Context: an optimization exercise on an open-source flow, tuned for small area, a short achievable clock period and few clock cycles per item. The choices shown serve that exercise and are no tape-out recipe. RTL that was checked went through simulation tests only; none was proved equivalent to the original. Power is estimated from default activity; no workload was simulated.

tundra:
// qoi_compressor
module qoi_compressor (
    input  wire        rstn,
    input  wire        clk,
    output reg         ctrl_ready,
    input  wire        ctrl_start,
    input  wire [15:0] ctrl_width,
    input  wire [15:0] ctrl_height,
    output reg         i_tready,
    input  wire        i_tvalid,
    input  wire        i_tlast,
    input  wire [ 7:0] i_R, i_G, i_B,
    input  wire        o_tready,
    output reg         o_tvalid,
    output reg         o_tlast,
    output reg  [ 3:0] o_tkeep,
    output reg  [31:0] o_tdata
);
clock: 5.0 ns
lec_check: 0
cap_margin: 20
core_margin: 2
core_utilization: 40
cts_buf_list: sky130_fd_sc_hd__clkbuf_8
cts_cluster_diameter: 70
cts_cluster_size: 16
setup_slack_margin: 2.7
slew_margin: 20
run.sh (not shown) runs the stock make flow with config.mk's settings and CLKGATE_MAP_FILE= SYNTH_SCRIPT=/design/flow/synth_recipe.tcl, a recipe that flattens the netlist after the stock synthesis.
Testbench counts of tundra, summed over its fixed seeds: cycles 48,927, pixels 48,510.
[inputs] juniper vs tundra
- swapping 40 for 35 in CORE_UTILIZATION
- clearing CTS_BUF_LIST, which used to be sky130_fd_sc_hd__clkbuf_8
--- outcome ---
Internal cell power: juniper higher than tundra
Diff juniper and tundra: global-route met2 utilization lower in juniper
Endpoint arrival time on the critical path: juniper vs tundra up 0.06 ns
Comparing juniper against tundra, there is no change at all in number of nets in the synthesized netlist.
Pin count of the biggest net entering global routing in juniper is 16% lower than in tundra
Row first-pass iteration count of the detailed router: juniper lower / tundra higher
Comparing tundra against juniper, there is no change at all in register bit count reported by yosys.
Modified inputs, fjord compared to juniper
- a change of CTS_CLUSTER_SIZE from 16 to 20
- a change of CORE_UTILIZATION from 35 to 40
Findings:
- Die area: fjord < juniper
- The core of fjord is more densely filled than that of juniper.
- Maximum frequency from static timing analysis: fjord higher than juniper
- [compare] base=juniper new=fjord: total wirelength of the detailed-routed design now smaller; met3 layer wire length in the routed design fell by 1.4%.
- Count of standard-cell rows came out lower on fjord than on juniper.
- Max number of antenna violations at the first check in global routing across juniper and fjord: juniper
- A uppermost layer routed of met5 is what juniper shows, while met4 belongs to fjord.
- In the tables for juniper and fjord, clock share of power reads lower with fjord.
- Between juniper and fjord, the difference in portion of total power attributed to combinational logic is negligible.

---

qoi_compressor, a different RTL version from the one above (not shown whole).
For scale: ~3300 cells after synthesis, ~100 I/O pins.
Settings: LEC_CHECK=0, ABC_CLOCK_PERIOD_IN_PS=2000, CAP_MARGIN=20, CORE_MARGIN=2, CORE_UTILIZATION=55, SETUP_SLACK_MARGIN=3.0, SLEW_MARGIN=20; clock period 5.0 ns.
Edit:
Settings changed: ABC_CLOCK_PERIOD_IN_PS 2000 to unset, CORE_UTILIZATION 55 to 40, SETUP_SLACK_MARGIN 3.0 to unset.
The new run produced a clean layout.
Register-to-register slack degrades by 0.16 ns.
Clock-buffer cell count rose by 9.
Worst hold slack is about the same.
Area after synthesis stays the same.
Via count went down by 18%.
Synthesized cell count stays the same.
Edit:
Settings changed: ABC_CLOCK_PERIOD_IN_PS set to 2500, SETUP_SLACK_MARGIN set to 2.5.
Result: Total power grows by 8.2%. Design area increases by 5.2%. Flip-flop and latch count is unchanged.
No run of this note included a check of the RTL's function; only the layout flow was run.

---

## nickel
qoi_compressor, a different RTL version from the one above (not shown whole).
For scale: ~3900 cells after synthesis, roughly 1600 flip-flops, roughly 100 I/O pins, ~62000 um^2 of cells after synthesis.
## qoi_compressor
module qoi_compressor (
    input  wire        rstn,
    input  wire        clk,
    output reg         ctrl_ready,
    input  wire        ctrl_start,
    input  wire [15:0] ctrl_width,
    input  wire [15:0] ctrl_height,
    output reg         i_tready,
    input  wire        i_tvalid,
    input  wire        i_tlast,
    input  wire [ 7:0] i_R, i_G, i_B,
    input  wire        o_tready,
    output reg         o_tvalid,
    output reg         o_tlast,
    output reg  [ 3:0] o_tkeep,
    output reg  [31:0] o_tdata
);
==> flow/config.mk <==
export PLATFORM = sky130hd
export DESIGN_NAME = qoi_compressor
export DESIGN_NICKNAME = qoi_compressor
export VERILOG_FILES = /design/flow/design.v
export SDC_FILE = /design/flow/constraint.sdc
export NUM_CORES = 4
export LEC_CHECK = 0
export CAP_MARGIN = 20
export CORE_MARGIN = 2
export CORE_UTILIZATION = 50
export SETUP_SLACK_MARGIN = 2.6
export SLEW_MARGIN = 20
==> flow/constraint.sdc <==
create_clock -name core_clock -period 5.0 [get_ports {clk}]
set_input_delay 1.0000 -clock core_clock [delete_from_list [all_inputs] [get_ports {clk}]]
set_output_delay 1.0000 -clock core_clock [all_outputs]
set_load 0.01 [all_outputs]
nickel: PASS, flow complete, no timing, DRC or antenna violations
Testbench counts of nickel, summed over its fixed seeds: cycles 48,927, pixels 48,510.
#### Input delta (willow over nickel)
Settings: changing CORE_UTILIZATION from 50 to 40; setting CTS_CLUSTER_DIAMETER to 50 for the first time; changing SETUP_SLACK_MARGIN from 2.6 to 2.5; setting CTS_CLUSTER_SIZE to 30 for the first time.
### Flow results
nickel has lower critical path arrival than willow. willow against nickel: full die area saw an increase; area occupied by multi-input gates saw a decrease.
Here is what was changed in the inputs of maple compared with willow.
Settings: changing CTS_CLUSTER_SIZE from 30 to 24; changing CTS_CLUSTER_DIAMETER from 50 to 60.
### Flow results
maple: all stages complete, timing, DRC and antenna checks passed
Worst-margin pin slew on maple is down relative to willow.
maple vs willow: number of CTS-inserted buffers down
Count of vias placed by the detailed router delta (willow -> maple): insignificant
Total power: maple below willow
On final wirelength, willow and maple are neck and neck.
On worst reg-to-reg setup slack, willow and maple are basically level.
From willow to maple the numbers moved as follows: routing usage on met2 saw a decrease; worst hold slack saw an increase; worst slew slack as a fraction of its limit increased by 2.3 points relative to the old numbers; combinational share of power went up.

---

qoi_compressor with an RTL version that a note above also has.
Size in the first run: roughly 1600 flip-flops, ~100 I/O pins, roughly 62000 um^2 of cells after synthesis.
==> flow/config.mk <==
export PLATFORM = sky130hd
export DESIGN_NAME = qoi_compressor
export DESIGN_NICKNAME = qoi_compressor
export VERILOG_FILES = /design/flow/design.v
export SDC_FILE = /design/flow/constraint.sdc
export NUM_CORES = 4
export LEC_CHECK = 0
export CAP_MARGIN = 20
export CORE_MARGIN = 2
export CORE_UTILIZATION = 40
export CTS_CLUSTER_DIAMETER = 70
export CTS_CLUSTER_SIZE = 16
export SETUP_SLACK_MARGIN = 2.7
export SLEW_MARGIN = 20
export TNS_END_PERCENT = 10
==> flow/constraint.sdc <==
create_clock -name core_clock -period 5.0 [get_ports {clk}]
set_input_delay 1.0000 -clock core_clock [delete_from_list [all_inputs] [get_ports {clk}]]
set_output_delay 1.0000 -clock core_clock [all_outputs]
set_load 0.01 [all_outputs]
The first run passed the timing, design-rule and antenna checks.
Testbench counts at the start, summed over its fixed seeds: cycles 48,927, pixels 48,510.
Change:
--- a/flow/config.mk
+++ b/flow/config.mk
@@ -9,7 +9,4 @@
 export CORE_MARGIN = 2
 export CORE_UTILIZATION = 40
-export CTS_CLUSTER_DIAMETER = 70
-export CTS_CLUSTER_SIZE = 16
 export SETUP_SLACK_MARGIN = 2.7
 export SLEW_MARGIN = 20
-export TNS_END_PERCENT = 10
After rerunning:
- The new run finished clean
- final cell count is higher by 1.3%
- setup slack gains 210 ps
- synthesized cell count does not change
- global-route usage came out higher by 0.26 points
- core utilization rose by 1.4 points
Change:
--- a/flow/config.mk
+++ b/flow/config.mk
@@ -8,5 +8,7 @@
 export CAP_MARGIN = 20
 export CORE_MARGIN = 2
-export CORE_UTILIZATION = 40
+export CORE_UTILIZATION = 45
+export CTS_CLUSTER_DIAMETER = 70
+export CTS_CLUSTER_SIZE = 16
 export SETUP_SLACK_MARGIN = 2.7
 export SLEW_MARGIN = 20
Result: Die area decreases by 11%; power came out lower by 3.8%; design area is lower by 1.3%; clock-buffer cell count fell by 5; routed wire length increases by about 1.4%; sequential share of layout area rises by 0.88 points; global-route usage rises by 3.5 points.
Change:
--- a/flow/config.mk
+++ b/flow/config.mk
@@ -8,7 +8,5 @@
 export CAP_MARGIN = 20
 export CORE_MARGIN = 2
-export CORE_UTILIZATION = 45
-export CTS_CLUSTER_DIAMETER = 70
-export CTS_CLUSTER_SIZE = 16
-export SETUP_SLACK_MARGIN = 2.7
+export CORE_UTILIZATION = 40
+export SETUP_SLACK_MARGIN = 2.6
 export SLEW_MARGIN = 20
Effect:
- cell count is higher by a few percent
- via count is lower by a few percent
- worst setup slack gets worse by 46 ps
- final area hardly moves
- sequential share of layout area is about the same
- routed wire length is lower by a few percent
- combinational power is lower by roughly a tenth
- hold slack stays flat
Change:
--- a/flow/config.mk
+++ b/flow/config.mk
@@ -9,4 +9,6 @@
 export CORE_MARGIN = 2
 export CORE_UTILIZATION = 40
-export SETUP_SLACK_MARGIN = 2.6
+export CTS_CLUSTER_DIAMETER = 75
+export CTS_CLUSTER_SIZE = 26
+export SETUP_SLACK_MARGIN = 2.7
 export SLEW_MARGIN = 20
=>
- die area does not change
- worst setup slack is better by 110 ps
- power drops by 5.2%
- final area drops by 1.4%
- non-clock buffer count climbs by 33
- wire length climbs by 1.0%
- global-route usage is about the same
- worst hold slack is better by 10 ps
- utilization drops by 0.67 points
Change:
--- a/flow/config.mk
+++ b/flow/config.mk
@@ -9,6 +9,7 @@
 export CORE_MARGIN = 2
 export CORE_UTILIZATION = 40
-export CTS_CLUSTER_DIAMETER = 75
-export CTS_CLUSTER_SIZE = 26
+export CTS_BUF_LIST = sky130_fd_sc_hd__clkbuf_8 sky130_fd_sc_hd__clkbuf_16
+export CTS_CLUSTER_DIAMETER = 70
+export CTS_CLUSTER_SIZE = 16
 export SETUP_SLACK_MARGIN = 2.7
 export SLEW_MARGIN = 20
What happened: Cell area is about the same. Routed wire length hardly moves. Non-clock buffer count came out lower by 16. Via count hardly moves. Final cell count barely changes. Clock-buffer cell count came out higher by 15. Setup slack got worse by 7.0 ps. Synthesized cell count does not change.

---

qoi_compressor again, from the RTL that the note above started with.
// qoi_compressor
module qoi_compressor (
    input  wire        rstn,
    input  wire        clk,
    output reg         ctrl_ready,
    input  wire        ctrl_start,
    input  wire [15:0] ctrl_width,
    input  wire [15:0] ctrl_height,
    output reg         i_tready,
    input  wire        i_tvalid,
    input  wire        i_tlast,
    input  wire [ 7:0] i_R, i_G, i_B,
    input  wire        o_tready,
    output reg         o_tvalid,
    output reg         o_tlast,
    output reg  [ 3:0] o_tkeep,
    output reg  [31:0] o_tdata
);
Settings: LEC_CHECK=0, CAP_MARGIN=20, CORE_MARGIN=2, CORE_UTILIZATION=40, CTS_CLUSTER_DIAMETER=70, CTS_CLUSTER_SIZE=16, SETUP_SLACK_MARGIN=2.7, SLEW_MARGIN=20, TNS_END_PERCENT=30; clock period 5.0 ns.
Testbench counts at the start, summed over its fixed seeds: cycles 48,927, pixels 48,510.
Change:
- CAP_MARGIN: 20 -> 5
- SLEW_MARGIN: 20 -> 5
- TNS_END_PERCENT: 30 -> unset
Effect: Via count is lower by 0.85%. Fmax rises by 2.0%. Flip-flop and latch count is unchanged. Final area stays flat. Core utilization barely changes. Critical path depth rose by 7. Combinational power barely changes.
Change:
- CAP_MARGIN: 5 -> 20
- CTS_CLUSTER_DIAMETER: 70 -> unset
- CTS_CLUSTER_SIZE: 16 -> unset
- PLACE_DENSITY: unset -> 0.72
- SLEW_MARGIN: 5 -> 20
- routed wire length shrinks by 2.9%
- cell count grows by 1.6%
- critical path depth shrinks by 3
- utilization grows by 0.84 points
- count of clock-buffer cells in the layout grows by 38
- clock power grows by 29%
- sequential cell count stays the same
- setup slack improves by 58 ps
Change:
- PLACE_DENSITY: 0.72 -> unset
- SETUP_SLACK_MARGIN: 2.7 -> 2.8
Sequential cell count is unchanged.
Clock power rose by about 6%.
Final cell count grows by 2.4%.
Cell area rose by 5.1%.
Setup slack gets worse by 45 ps.
Maximum frequency came out lower by 1.9%.
Combinational power grows by 14%.
Count of clock-buffer cells in the layout went up by 32.
Synthesized cell count stays the same.
First-iteration DRC count goes down by 22%.
Via count increases by 1.0%.
Change:
- ABC_AREA: unset -> 1
- CTS_CLUSTER_DIAMETER: unset -> 70
- CTS_CLUSTER_SIZE: unset -> 16
- SETUP_SLACK_MARGIN: 2.8 -> 2.7
What happened: Clock-buffer cell count came out lower by 38. Cell area came out lower by a few percent. Routed wire length came out lower by about a fifth. Sequential share of layout area came out higher by 1.7 points. Combinational power came out lower by about a fifth.

---

Another version of the RTL of qoi_compressor (not shown whole).
Size in the first run: roughly 3700 cells after synthesis, roughly 1600 flip-flops.
make LEC_CHECK=0 ABC_CLOCK_PERIOD_IN_PS=2500 CAP_MARGIN=20 CORE_MARGIN=2 CORE_UTILIZATION=40 SETUP_SLACK_MARGIN=2.5 SLEW_MARGIN=20 finish   # period 5.0 ns
==> next run, changes <==
Settings changed: ABC_CLOCK_PERIOD_IN_PS 2500 to default.
Die area stays the same.
Fmax does not change.
Design area is unchanged.
Wire length is unchanged.
Clock skew stays the same.
Non-clock buffer count does not change.
Synthesized area is unchanged.
Global-route usage stays the same.
Critical path depth does not change.
No run of this note included a check of the RTL's function; only the layout flow was run.

---

the previous run:
qoi_compressor, a different RTL version from the one above (not shown whole).
For scale: roughly 3300 cells after synthesis, ~100 I/O pins.
clock: 5.0 ns
lec_check: 0
cap_margin: 20
core_margin: 2
core_utilization: 40
cts_buf_list: sky130_fd_sc_hd__clkbuf_4 sky130_fd_sc_hd__clkbuf_8
cts_cluster_size: 25
setup_slack_margin: 2.3
slew_margin: 20
Testbench counts of the previous run, summed over its fixed seeds: cycles 48,935, pixels 48,510.
Relative to the previous run, the following input files were edited for the current run:
# the previous run
export LEC_CHECK = 0
export CAP_MARGIN = 20
export CORE_MARGIN = 2
export CORE_UTILIZATION = 40
export CTS_BUF_LIST = sky130_fd_sc_hd__clkbuf_4 sky130_fd_sc_hd__clkbuf_8
export CTS_CLUSTER_SIZE = 25
export SETUP_SLACK_MARGIN = 2.3
export SLEW_MARGIN = 20
create_clock -name core_clock -period 5.0 [get_ports {clk}]
# the current run
export LEC_CHECK = 0
export CAP_MARGIN = 20
export CORE_MARGIN = 2
export CORE_UTILIZATION = 40
export SLEW_MARGIN = 20
create_clock -name core_clock -period 5.0 [get_ports {clk}]
Notes after the runs:
The flow did not stop early for the current run: all stages ran, and the layout cleared the timing, design-rule and antenna checks.
Overall fraction of global-route tracks in use: higher on the previous run
The current run vs. the previous run: core utilization -1.9 points; clock tree buffer count of the final layout went down 39%; final antenna-violating net count barely changed.
Hold slack is lower on the previous run
There was hardly any difference in count of placed standard cells including taps between the current run and the previous run.
First-pass GRT wire length, the previous run and the current run: larger value in the previous run
Origin of the worst setup path = A_h[0]$_DFFE_PP_: the current run; origin of the worst setup path = A_k[1]$_DFFE_PP_: the previous run
Per the comparison of the current run with the previous run, synthesized netlist cell count stayed essentially flat; sequential share of layout area rose by 2.5 points.

---

== build 38 ==
RTL: one of the versions met above, not the one the previous note started from.
For scale: about 100 I/O pins, ~62000 sq um of cells after synthesis.
==> flow/design.v (excerpt) <==
module qoi_compressor (
    input  wire        rstn,
    input  wire        clk,
    output reg         ctrl_ready,
    input  wire        ctrl_start,
    input  wire [15:0] ctrl_width,
    input  wire [15:0] ctrl_height,
    output reg         i_tready,
    input  wire        i_tvalid,
    input  wire        i_tlast,
    input  wire [ 7:0] i_R, i_G, i_B,
    input  wire        o_tready,
    output reg         o_tvalid,
    output reg         o_tlast,
    output reg  [ 3:0] o_tkeep,
    output reg  [31:0] o_tdata
);
clock: 5.0 ns
lec_check: 0
cap_margin: 20
core_margin: 2
core_utilization: 40
setup_slack_margin: 2.6
slew_margin: 20
Testbench counts of build 38, summed over its fixed seeds: cycles 48,927, pixels 48,510.
### build 38 -> build 68
- a change of SETUP_SLACK_MARGIN from 2.6 to 2.5
- an added ABC_CLOCK_PERIOD_IN_PS of 2500
## What came out
From build 68 to build 38, final count of hold timing violations did not move at all.
Total number of nets in the final design (higher): build 38
| global-route usage | build 68 vs build 38 | 0.41 points lower |
Critical path depth, build 68 and build 38: lower on build 38
| post-layout minimum cycle time | build 68 vs build 38 | worse |
Global-route wire length before repair: build 68 and build 38 compared, higher one is build 38
Higher portion of the clock cycle consumed by the worst path in the final layout goes to build 68 over build 38.
On final-layout fill cell count: between build 68 and build 38, it ends up higher for build 68.
Relative to build 68, the following input files were edited for build 7:
- swapping 2.5 for 2.8 in SETUP_SLACK_MARGIN
- clearing ABC_CLOCK_PERIOD_IN_PS, which used to be 2500
Results
- Row total power after layout: build 7 higher / build 68 lower
- Build 7 completed end to end with timing, DRC and antenna clean.
- Build 68 → build 7: clock-buffer cell count shrank by about 5%, setup slack of the critical path after layout grew by 42 ps, routed wire length grew by 7.2%.

what the ideal ports hide:
The flow's constraints put no driver on any port. The routed layouts listed below were extracted and timed again, unchanged, in two steps. Step 1 (the two cells are an assumption about what drives the block):
set clk [get_ports {clk}]
set_driving_cell -lib_cell sky130_fd_sc_hd__clkbuf_16 $clk
set_driving_cell -lib_cell sky130_fd_sc_hd__buf_2 [delete_from_list [all_inputs] $clk]
Step 2 moves the port delays by t, midway between the first and last clock arrival at a register: inputs arrive t later, outputs are due t later. That takes back most of the time a late clock gives input paths. Slacks: ideal ports / drivers / drivers and shift; pairs: ideal ports / drivers.
run	t, ns	setup WS [ns]	cell pins on the clock port's net
tundra	0.942	2.527 / 2.453 / 1.805	1
juniper	0.854	2.468 / 2.387 / 1.899	1
fjord	0.824	2.634 / 2.585 / 1.923	1
the first run of note 2	0.859	1.485 / 1.485 / 1.485	1
the second run of note 2	0.853	1.327 / 1.327 / 1.327	1
the third run of note 2	0.859	1.448 / 1.448 / 1.448	1
nickel	0.877	2.526 / 2.449 / 1.775	1
willow	0.886	2.474 / 2.392 / 1.694	1
maple	0.828	2.485 / 2.429 / 1.741	1
the first run of note 4	0.843	2.412 / 2.412 / 1.933	1
the second run of note 4	0.883	2.626 / 2.538 / 1.881	1
the third run of note 4	0.851	2.584 / 2.506 / 1.942	1
the fourth run of note 4	0.867	2.538 / 2.509 / 1.839	1
the fifth run of note 4	0.827	2.648 / 2.564 / 1.937	1
the sixth run of note 4	0.843	2.641 / 2.578 / 1.918	1
the first run of note 5	0.844	2.509 / 2.509 / 1.941	1
the second run of note 5	0.851	2.557 / 2.557 / 1.927	1
the third run of note 5	0.879	2.615 / 2.551 / 1.898	1
the fourth run of note 5	0.882	2.569 / 2.547 / 2.006	1
the fifth run of note 5	0.830	2.642 / 2.618 / 1.933	1
the first run of note 6	0.893	2.187 / 2.187 / 1.693	1
the second run of note 6	0.893	2.187 / 2.187 / 1.693	1
the previous run	1.050	2.243 / 2.243 / 1.623	1
the current run	0.847	1.369 / 1.369 / 1.369	1
build 38	0.873	2.501 / 2.419 / 1.791	1
build 68	0.863	2.464 / 2.381 / 1.731	1
build 7	0.875	2.505 / 2.431 / 1.784	1
After both steps setup and hold are still met in every run listed. The setup slack of willow, which loses most, moves by -0.082 ns with the drivers and by -0.780 ns with both steps.
